This design comes from an exercise in tuning for small area, a short achievable clock period and few clock cycles on the open sky130 flow, not from production work. RTL that was checked went through simulation tests only; none was proved equivalent to the original. Power is estimated from default activity; no workload was simulated.

== branch onyx ==
==> flow/design.v <==
module reuleaux(input logic clk, input logic rst_n, input logic [2:0] colour,
                input logic [7:0] centre_x, input logic [6:0] centre_y, input logic [7:0] diameter,
                input logic start, output logic done,
                output logic [7:0] vga_x, output logic [6:0] vga_y,
                output logic [2:0] vga_colour, output logic vga_plot);
function automatic logic [6:0] e1f(input logic [7:0] d);
    e1f[0] = 256'h011337fc880113377eecc880113377feec880113377feecc80113377feecc880 >> d;
    e1f[1] = 256'h011337f0000113377fffffffeecc880000000113377fffffffeecc8800000000 >> d;
    e1f[2] = 256'h011337f0000113377ffffffffffffffffffffeecc88000000000000000000000 >> d;
    e1f[3] = 256'hfeecc80ffffeecc8800000000000000000000000000000000000000000000000 >> d;
    e1f[4] = 256'h0000000000000000000000000000000000000000000000000000000000000000 >> d;
    e1f[5] = 256'h0000000000000000000000000000000000000000000000000000000000000000 >> d;
    e1f[6] = 256'hfffffff000000000000000000000000000000000000000000000000000000000 >> d;
endfunction
function automatic logic [6:0] e3f(input logic [7:0] d);
    e3f[0] = 256'h7fa8faa58055015f157f57fa5feafea8fa818057055f15fe57fa7faafea0ea80 >> d;
    e3f[1] = 256'h8000000affaafea0ea80a800a00000000002ffa8faa0ea00a800800000000000 >> d;
    e3f[2] = 256'h0000000000000000000000000000000000000000000000000000000000000000 >> d;
    e3f[3] = 256'h0000000000000000000000000000000000000000000000000000000000000000 >> d;
    e3f[4] = 256'h0000000000000000000000000000000000000000000000000000000000000000 >> d;
    e3f[5] = 256'h0000000000000000000000000000000000000000000000000000000000000000 >> d;
    e3f[6] = 256'h0000000ffffffffffffffffffffffffffffc0000000000000000000000000000 >> d;
endfunction
function automatic logic [8:0] add8(input logic [7:0] a, input logic [7:0] b, input logic cin);
    logic c;
    logic [8:0] s;
    c = cin;
    for (int i = 0; i < 8; i++) begin
        s[i] = a[i] ^ b[i] ^ c;
        c    = (a[i] & b[i]) | (a[i] & c) | (b[i] & c);
    end
    s[8] = c;
    add8 = s;
endfunction
function automatic logic [8:0] sub8(input logic [7:0] a, input logic [7:0] b);
    sub8 = add8(a, ~b, 1'b1);
endfunction
function automatic logic ge8(input logic [7:0] a, input logic [7:0] b);
    logic c;
    c = 1'b1;
    for (int i = 0; i < 8; i++) c = (a[i] & ~b[i]) | (a[i] & c) | (~b[i] & c);
    ge8 = c;
endfunction
function automatic logic ge_sum(input logic [8:0] a, input logic [8:0] b, input logic [8:0] c,
                                input logic cin);
    logic [8:0] t, k;
    logic cy;
    t  = a ^ b ^ c;
    k  = (a & b) | (a & c) | (b & c);
    cy = (t[0] & cin);
    for (int i = 1; i < 9; i++) cy = (t[i] & k[i-1]) | (t[i] & cy) | (k[i-1] & cy);
    ge_sum = k[8] | cy;
endfunction
function automatic logic lt160(input logic [7:0] x);
    lt160 = !(x[7] && (x[6] || x[5]));
endfunction
localparam logic [1:0] S_IDLE = 2'd0, S_SETUP = 2'd1, S_RUN = 2'd2, S_DONE = 2'd3;
logic [1:0] st;
logic [7:0] cx_r, d_r;
logic [6:0] cy_r;
logic [7:0] x1r, x2r;             
logic       f1, f2;               
logic [6:0] y1r, y3r;             
logic [6:0] h;
logic [8:0] x1w, x2w;
assign h   = d_r[7:1];
assign x1w = add8(cx_r, {1'b0, h}, 1'b0);
assign x2w = sub8(cx_r, {1'b0, h});
logic f1_now;
assign f1_now = x2w[8];
always_ff @(posedge clk) begin
    cx_r       <= centre_x;
    cy_r       <= centre_y;
    d_r        <= diameter;
    vga_colour <= colour;
    x1r        <= x1w[7:0];
    x2r        <= x2w[7:0];
    f1         <= x2w[8];
    f2         <= !x1w[8];
    y1r        <= cy_r + {1'b0, d_r[7:2]} + e1f(d_r);
    y3r        <= cy_r - d_r[7:1] - {3'b0, d_r[7:4]} - e3f(d_r);
end
logic [7:0] ox;
logic [6:0] oy;
logic [8:0] crit;
logic       ph;                   
logic       swa;                  
logic       swc;                  
logic       swp;                  
logic       wfin;                 
logic       dec;                  
logic [6:0] noy;
logic [7:0] nox;
logic [8:0] ncrit;
logic       ndec, nstop, nswa, nswc;
logic [7:0] oyx;
assign oyx = {1'b0, oy};
assign swp = (swa & ge8({1'b0, y1r}, ox)) | swc;
always_comb begin
    noy   = oy + 7'd1;
    ndec  = !(crit[8] || crit == 9'd0);
    nox   = ndec ? ox - 8'd1 : ox;
    ncrit = crit + {1'b0, oy, 1'b1} - (ndec ? {ox, 1'b0} : 9'd0);
    nstop = ge8({1'b0, noy}, nox);
    if (!d_r[7] && h != 7'd0 && ge8(oyx, {1'b0, y1r}) && ge8(oyx, {1'b0, h})) nstop = 1'b1;
    nswa = swa | d_r[7] | ge8({1'b0, noy}, {1'b0, h});
    nswc = swc | ge8({1'b0, h}, nox);
end
logic [7:0] p, q;
assign p = ph ? {1'b0, oy} : ox;
assign q = ph ? ox : {1'b0, oy};
logic [5:0] ev;
always_comb begin
    logic [8:0] s;
    logic wa, wb, q_le_h;
    logic a1, a2, a3p, a3m, u, tp, tm;
    logic [7:0] nh;
    nh      = ~{1'b0, h} + 8'd1;                  
    wa      = ge8(p, {1'b0, h}) & ge8({h, 1'b0}, p);
    wb      = ge8(p, {nh[6:0], 1'b0}) & ge8(nh, p);
    q_le_h  = ge8({1'b0, h}, q);
    s   = add8(x1r, p ^ {8{f2}}, f2);
    a1  = f1 & (f2 ? wa : wb) & lt160(s[7:0]);
    s   = add8(x2r, p ^ {8{!f1}}, !f1);
    a2  = f2 & (f1 ? wa : wb) & lt160(s[7:0]);
    s   = add8(cx_r, q, 1'b0); a3p = f1 & f2 & q_le_h & lt160(s[7:0]);
    s   = sub8(cx_r, q);       a3m = f1 & f2 & q_le_h & lt160(s[7:0]);
    u   = ge8({1'b0, y1r}, q) & (y1r[6:3] != 4'hf || q[7:3] != 5'd0 || q[2:0] > y1r[2:0]);
    s   = add8({1'b0, y3r}, p, 1'b0); tp = !s[8] & !s[7] & (s[6:0] < 7'd120) & ge8({1'b0, s[6:0]}, {1'b0, y1r});
    s   = sub8({1'b0, y3r}, p);       tm = s[8] & (s[6:0] < 7'd120) & ge8({1'b0, s[6:0]}, {1'b0, y1r});
    ev[0] = a1 & u;      
    ev[1] = a2 & u;      
    ev[2] = a3p & tp;    
    ev[3] = a3m & tp;    
    ev[4] = a3m & tm;    
    ev[5] = a3p & tm;    
end
logic [5:0] mask, pick, rem;
logic       mph, madv;            
assign pick = mask & (~mask + 6'd1);
assign rem  = mask & ~pick;
logic [7:0] pox;
logic [6:0] poy;
assign pox = ox + {7'd0, madv & dec};
assign poy = oy - {6'd0, madv};
logic a12, selx1, xsub, sely3, ysub;
assign a12   = |pick[1:0];
assign selx1 = pick[0];
assign xsub  = (pick[0] & f2) | (pick[1] & !f1) | pick[3] | pick[4];
assign sely3 = ~a12;
assign ysub  = a12 | pick[4] | pick[5];
logic [7:0] px_c, px_o, py_o;
logic [6:0] py_c;
logic [8:0] pxs, pys;
always_comb begin
    px_c = selx1 ? x1r : pick[1] ? x2r : cx_r;
    px_o = (a12 ^ mph) ? pox : {1'b0, poy};
    py_c = sely3 ? y3r : y1r;
    py_o = (a12 ^ mph) ? {1'b0, poy} : pox;
    pxs  = {1'b0, px_c} + {1'b0, px_o ^ {8{xsub}}} + {8'd0, xsub};
    pys  = {2'b0, py_c} + {1'b0, py_o ^ {8{ysub}}} + {8'd0, ysub};
end
logic load, adv;
assign load = (rem == 6'd0) && !wfin;
assign adv  = ph || !swp;
always_ff @(posedge clk) begin
    vga_x <= pxs[7:0];
    vga_y <= pys[6:0];
    if (!rst_n) begin
        st       <= S_IDLE;
        done     <= 1'b0;
        vga_plot <= 1'b0;
        mask     <= 6'd0;
        wfin     <= 1'b1;
    end else begin
        case (st)
        S_IDLE: begin
            vga_plot <= 1'b0;
            mask     <= 6'd0;
            wfin     <= 1'b1;
            if (start) st <= S_SETUP;
        end
        S_SETUP: begin
            if (!f1_now && !d_r[7]) begin
                st   <= S_DONE;
                done <= 1'b1;
            end else begin
                st   <= S_RUN;
                wfin <= 1'b0;
            end
        end
        S_RUN: begin
            vga_plot <= |mask;
            if (load) begin
                mask <= ev;
                if (adv) wfin <= nstop;
            end else begin
                mask <= rem;
            end
            if (wfin && mask == 6'd0) begin
                st   <= S_DONE;
                done <= 1'b1;
            end
        end
        S_DONE: begin
            vga_plot <= 1'b0;
            if (!start) begin
                st   <= S_IDLE;
                done <= 1'b0;
            end
        end
        endcase
    end
end
always_ff @(posedge clk) begin
    if (st == S_SETUP) begin
        ox   <= d_r;
        oy   <= 7'd0;
        crit <= 9'd1 - {1'b0, d_r};
        ph   <= 1'b0;
        swa  <= d_r[7] || d_r[7:1] == 7'd0;
        swc  <= d_r[7:1] == 7'd0;
    end else if (load) begin
        mph  <= ph;
        madv <= adv;
        if (adv) begin
            ox   <= nox;
            oy   <= noy;
            crit <= ncrit;
            dec  <= ndec;
            swa  <= nswa;
            swc  <= nswc;
            ph   <= 1'b0;
        end else begin
            ph   <= 1'b1;
        end
    end
end
endmodule
Settings: LEC_CHECK=0, ABC_AREA=1, CAP_MARGIN=20, CORE_MARGIN=2, CORE_UTILIZATION=40, SLEW_MARGIN=20; clock period 20.0 ns.
standard.sh (not shown) runs the stock make flow with config.mk's settings and CLKGATE_MAP_FILE= SYNTH_SCRIPT=/design/flow/synth_recipe.tcl, a recipe that flattens the netlist after the stock synthesis.
==> flow/flow/run.sh <==
#!/bin/bash
# The standard layout (the standard.sh: standard synthesis, then ORFS to
# finish), with one change: the buffers that ORFS puts on every input and
# output port are sky130_fd_sc_hd__buf_2 instead of the resizer's default pick.
set -euo pipefail
export BUFFER_PORTS_ARGS="-buffer_cell sky130_fd_sc_hd__buf_2"
bash standard.sh > standard.log 2>&1
For branch ember, these inputs were changed with respect to branch onyx:
--- a/flow/design.v
+++ b/flow/design.v
@@ -95,18 +95,24 @@
 logic       ndec, nstop, nswa, nswc;
 logic [7:0] oyx;
 assign oyx = {1'b0, oy};
 assign swp = (swa & ge8({1'b0, y1r}, ox)) | swc;
 always_comb begin
-    noy   = oy + 7'd1;
-    ndec  = !(crit[8] || crit == 9'd0);
-    nox   = ndec ? ox - 8'd1 : ox;
-    ncrit = crit + {1'b0, oy, 1'b1} - (ndec ? {ox, 1'b0} : 9'd0);
-    nstop = ge8({1'b0, noy}, nox);
+    logic [8:0] ca, cb;
+    logic sa, sb;
+    noy  = oy + 7'd1;
+    ndec = !(crit[8] || crit == 9'd0);
+    nox  = ndec ? ox - 8'd1 : ox;
+    ca   = crit + {1'b0, oy, 1'b1};
+    cb   = crit + {1'b0, oy, 1'b1} - {ox, 1'b0};
+    ncrit = ndec ? cb : ca;
+    sa   = ge8({1'b0, noy}, ox);
+    sb   = (ox != 8'd0) && ge_sum({2'b0, noy}, 9'd1, {1'b1, ~ox}, 1'b1);    
+    nstop = ndec ? sb : sa;
     if (!d_r[7] && h != 7'd0 && ge8(oyx, {1'b0, y1r}) && ge8(oyx, {1'b0, h})) nstop = 1'b1;
-    nswa = swa | d_r[7] | ge8({1'b0, noy}, {1'b0, h});
-    nswc = swc | ge8({1'b0, h}, nox);
+    nswa = swa | d_r[7] | ge_sum({2'b0, oy}, 9'd1, {2'b11, ~h}, 1'b1);    
+    nswc = swc | ge_sum({2'b0, h}, 9'd1, {1'b1, ~ox}, 1'b1);             
 end
 logic [7:0] p, q;
 assign p = ph ? {1'b0, oy} : ox;
 assign q = ph ? ox : {1'b0, oy};
 logic [5:0] ev;
@@ -123,11 +129,11 @@
     a1  = f1 & (f2 ? wa : wb) & lt160(s[7:0]);
     s   = add8(x2r, p ^ {8{!f1}}, !f1);
     a2  = f2 & (f1 ? wa : wb) & lt160(s[7:0]);
     s   = add8(cx_r, q, 1'b0); a3p = f1 & f2 & q_le_h & lt160(s[7:0]);
     s   = sub8(cx_r, q);       a3m = f1 & f2 & q_le_h & lt160(s[7:0]);
-    u   = ge8({1'b0, y1r}, q) & (y1r[6:3] != 4'hf || q[7:3] != 5'd0 || q[2:0] > y1r[2:0]);
+    s   = sub8({1'b0, y1r}, q); u = s[8] & (s[6:0] < 7'd120);
     s   = add8({1'b0, y3r}, p, 1'b0); tp = !s[8] & !s[7] & (s[6:0] < 7'd120) & ge8({1'b0, s[6:0]}, {1'b0, y1r});
     s   = sub8({1'b0, y3r}, p);       tm = s[8] & (s[6:0] < 7'd120) & ge8({1'b0, s[6:0]}, {1'b0, y1r});
     ev[0] = a1 & u;      
     ev[1] = a2 & u;      
     ev[2] = a3p & tp;    
@@ -137,14 +143,16 @@
 end
 logic [5:0] mask, pick, rem;
 logic       mph, madv;            
 assign pick = mask & (~mask + 6'd1);
 assign rem  = mask & ~pick;
-logic [7:0] pox;
+logic [7:0] pox, pp, pq;
 logic [6:0] poy;
 assign pox = ox + {7'd0, madv & dec};
 assign poy = oy - {6'd0, madv};
+assign pp  = mph ? {1'b0, poy} : pox;
+assign pq  = mph ? pox : {1'b0, poy};
 logic a12, selx1, xsub, sely3, ysub;
 assign a12   = |pick[1:0];
 assign selx1 = pick[0];
 assign xsub  = (pick[0] & f2) | (pick[1] & !f1) | pick[3] | pick[4];
 assign sely3 = ~a12;
@@ -152,13 +160,13 @@
 logic [7:0] px_c, px_o, py_o;
 logic [6:0] py_c;
 logic [8:0] pxs, pys;
 always_comb begin
     px_c = selx1 ? x1r : pick[1] ? x2r : cx_r;
-    px_o = (a12 ^ mph) ? pox : {1'b0, poy};
+    px_o = a12 ? pp : pq;
     py_c = sely3 ? y3r : y1r;
-    py_o = (a12 ^ mph) ? {1'b0, poy} : pox;
+    py_o = a12 ? pq : pp;
     pxs  = {1'b0, px_c} + {1'b0, px_o ^ {8{xsub}}} + {8'd0, xsub};
     pys  = {2'b0, py_c} + {1'b0, py_o ^ {8{ysub}}} + {8'd0, ysub};
 end
 logic load, adv;
 assign load = (rem == 6'd0) && !wfin;
==> summary.txt <==
branch ember vs branch onyx — sequential share of power rose 1.2 points.
Largest net degree at the start of global routing ends up lower on branch onyx.
branch ember ends up with higher area after synthesis than branch onyx does.
When branch ember is measured against branch onyx, its fraction of power consumed by combinational cells turns out 1.8 points lower.
branch ember against branch onyx: die span in x rose about 1.4%; last weighted congestion value of the routability-driven placer shrank by about 3.7%; power consumed by the clock network has remained practically unchanged.
Function was not checked in any run of this note: the RTL went through the layout flow alone.

* * *

reuleaux, a different RTL version from the one above (not shown whole).
Size: roughly 1,400 cells after synthesis, roughly 110 flip-flops, roughly 49 I/O pins, roughly 11,000 sq um of cells after synthesis.
Design reuleaux, start of the top module:
module reuleaux(input logic clk, input logic rst_n, input logic [2:0] colour,
                input logic [7:0] centre_x, input logic [6:0] centre_y, input logic [7:0] diameter,
                input logic start, output logic done,
                output logic [7:0] vga_x, output logic [6:0] vga_y,
                output logic [2:0] vga_colour, output logic vga_plot);
==> flow/config.mk <==
export PLATFORM = sky130hd
export DESIGN_NAME = reuleaux
export DESIGN_NICKNAME = reuleaux
export VERILOG_FILES = /design/flow/design.v
export SDC_FILE = /design/flow/constraint.sdc
export NUM_CORES = 4
export LEC_CHECK = 0
export ABC_AREA = 1
export CAP_MARGIN = 20
export CORE_MARGIN = 2
export CORE_UTILIZATION = 40
export SLEW_MARGIN = 20
==> flow/constraint.sdc <==
create_clock -name core_clock -period 20.0 [get_ports {clk}]
set_input_delay 4.0000 -clock core_clock [delete_from_list [all_inputs] [get_ports {clk}]]
set_output_delay 4.0000 -clock core_clock [all_outputs]
set_load 0.01 [all_outputs]
Scripts as last shown in full above: flow/flow/run.sh
The baseline completed without violations.
Then changed:
--- a/flow/design.v
+++ b/flow/design.v
@@ -1,34 +1,34 @@
 module reuleaux(input logic clk, input logic rst_n, input logic [2:0] colour,
                 input logic [7:0] centre_x, input logic [6:0] centre_y, input logic [7:0] diameter,
                 input logic start, output logic done,
                 output logic [7:0] vga_x, output logic [6:0] vga_y,
                 output logic [2:0] vga_colour, output logic vga_plot);
-function automatic logic [6:0] e1f(input logic [7:0] d);
-    e1f[0] = 256'h011337fc880113377eecc880113377feec880113377feecc80113377feecc880 >> d;
-    e1f[1] = 256'h011337f0000113377fffffffeecc880000000113377fffffffeecc8800000000 >> d;
-    e1f[2] = 256'h011337f0000113377ffffffffffffffffffffeecc88000000000000000000000 >> d;
-    e1f[3] = 256'hfeecc80ffffeecc8800000000000000000000000000000000000000000000000 >> d;
-    e1f[4] = 256'h0000000000000000000000000000000000000000000000000000000000000000 >> d;
-    e1f[5] = 256'h0000000000000000000000000000000000000000000000000000000000000000 >> d;
-    e1f[6] = 256'hfffffff000000000000000000000000000000000000000000000000000000000 >> d;
-endfunction
-function automatic logic [6:0] e3f(input logic [7:0] d);
-    e3f[0] = 256'h7fa8faa58055015f157f57fa5feafea8fa818057055f15fe57fa7faafea0ea80 >> d;
-    e3f[1] = 256'h8000000affaafea0ea80a800a00000000002ffa8faa0ea00a800800000000000 >> d;
-    e3f[2] = 256'h0000000000000000000000000000000000000000000000000000000000000000 >> d;
-    e3f[3] = 256'h0000000000000000000000000000000000000000000000000000000000000000 >> d;
-    e3f[4] = 256'h0000000000000000000000000000000000000000000000000000000000000000 >> d;
-    e3f[5] = 256'h0000000000000000000000000000000000000000000000000000000000000000 >> d;
-    e3f[6] = 256'h0000000ffffffffffffffffffffffffffffc0000000000000000000000000000 >> d;
+function automatic logic [6:0] q1f(input logic [7:0] d);
+    q1f[0] = 256'hf1e3c70c78f1e3c78e1c3870e1c3870e1c78f1e3c78f1e3c70e1c3870e1c3870 >> d;
+    q1f[1] = 256'hfe03f8007f01fc07f01fc07f01fc07f01f80fe03f80fe03f80fe03f80fe03f80 >> d;
+    q1f[2] = 256'hfffc00007ffe0007ffe0007ffe0007ffe000fffc000fffc000fffc000fffc000 >> d;
+    q1f[3] = 256'h000000007ffffff80000007ffffff8000000fffffff0000000fffffff0000000 >> d;
+    q1f[4] = 256'h000000007fffffffffffff80000000000000ffffffffffffff00000000000000 >> d;
+    q1f[5] = 256'h000000007fffffffffffffffffffffffffff0000000000000000000000000000 >> d;
+    q1f[6] = 256'h0000000f80000000000000000000000000000000000000000000000000000000 >> d;
+endfunction
+function automatic logic [6:0] q3f(input logic [7:0] d);
+    q3f[0] = 256'h4c9b3669b366cd93264c9b366cd93264c9b24c9b366cd93264c9b366cd93264c >> d;
+    q3f[1] = 256'h70e3c781c3870e1c3870e3c78f1e3c78f1c070e3c78f1e3c78f1c3870e1c3870 >> d;
+    q3f[2] = 256'h7f03f801fc07f01fc07f03f80fe03f80fe007f03f80fe03f80fe03f80fe03f80 >> d;
+    q3f[3] = 256'h7ffc0001fff8001fff8003fff0003fff00007ffc000fffc000fffc000fffc000 >> d;
+    q3f[4] = 256'h80000001ffffffe0000003ffffffc00000007ffffff0000000fffffff0000000 >> d;
+    q3f[5] = 256'h00000001fffffffffffffc000000000000007fffffffffffff00000000000000 >> d;
+    q3f[6] = 256'h0000000e00000000000000000000000000038000000000000000000000000000 >> d;
 endfunction
 function automatic logic [8:0] add8(input logic [7:0] a, input logic [7:0] b, input logic cin);
     logic c;
     logic [8:0] s;
     c = cin;
     for (int i = 0; i < 8; i++) begin
         s[i] = a[i] ^ b[i] ^ c;
         c    = (a[i] & b[i]) | (a[i] & c) | (b[i] & c);
     end
     s[8] = c;
     add8 = s;
 endfunction
@@ -68,26 +68,26 @@
 assign x2w = sub8(cx_r, {1'b0, h});
 logic f1_now;
 assign f1_now = x2w[8];
 always_ff @(posedge clk) begin
     cx_r       <= centre_x;
     cy_r       <= centre_y;
     d_r        <= diameter;
     vga_colour <= colour;
     x1r        <= x1w[7:0];
     x2r        <= x2w[7:0];
     f1         <= x2w[8];
     f2         <= !x1w[8];
-    y1r        <= cy_r + {1'b0, d_r[7:2]} + e1f(d_r);
-    y3r        <= cy_r - d_r[7:1] - {3'b0, d_r[7:4]} - e3f(d_r);
+    y1r        <= cy_r + q1f(d_r);
+    y3r        <= cy_r - q3f(d_r);
 end
 logic [7:0] ox;
 logic [6:0] oy;
 logic [8:0] crit;
 logic       ph;                   
 logic       swa;                  
 logic       swc;                  
 logic       swp;                  
 logic       wfin;                 
 logic       dec;                  
 logic [6:0] noy;
 logic [7:0] nox;
What happened:
- wire length goes up by 8.2%
- via count goes up by 10%
- clock-buffer cell count goes up by 6
- worst hold slack loses 0.014 ns
- setup slack loses 0.024 ns
Testbench counts after the change, summed over its fixed seeds: cycles 14,429.
For the first run of this note, only the layout was checked, not whether the RTL still works.

separate check: timing with driven ports:
How much do the figures lean on ideal ports? The routed layouts below were timed once more, with nothing changed but the port constraints. Step 1 sets driving cells, clkbuf_16 on the clock port and buf_2 on the other inputs (assumed; they add their load-dependent delay and slew). Step 2 also shifts input and output timing later by t, the mid clock arrival at the registers, as if the neighbouring blocks saw the same clock. Three values: ideal ports, drivers, drivers and shift; two values: the first two.
run | shift t [ns] | setup slack, ns | clock arrival spread, ns | slew at the worst register clock pin (ns)
branch onyx | 0.470 | 15.119 / 15.071 / 15.105 | 0.014 / 0.015 | 0.06 / 0.06
branch ember | 0.472 | 15.120 / 15.073 / 15.121 | 0.012 / 0.012 | 0.06 / 0.06
the first run of note 2 | 0.469 | 15.120 / 15.073 / 15.140 | 0.013 / 0.013 | 0.07 / 0.07
the second run of note 2 | 0.466 | 15.097 / 15.054 / 15.141 | 0.017 / 0.017 | 0.06 / 0.06
After both steps setup and hold are still met in every run listed. For branch onyx, which loses most, drivers alone change the setup slack by -0.048 ns; drivers and shift together by -0.014 ns.
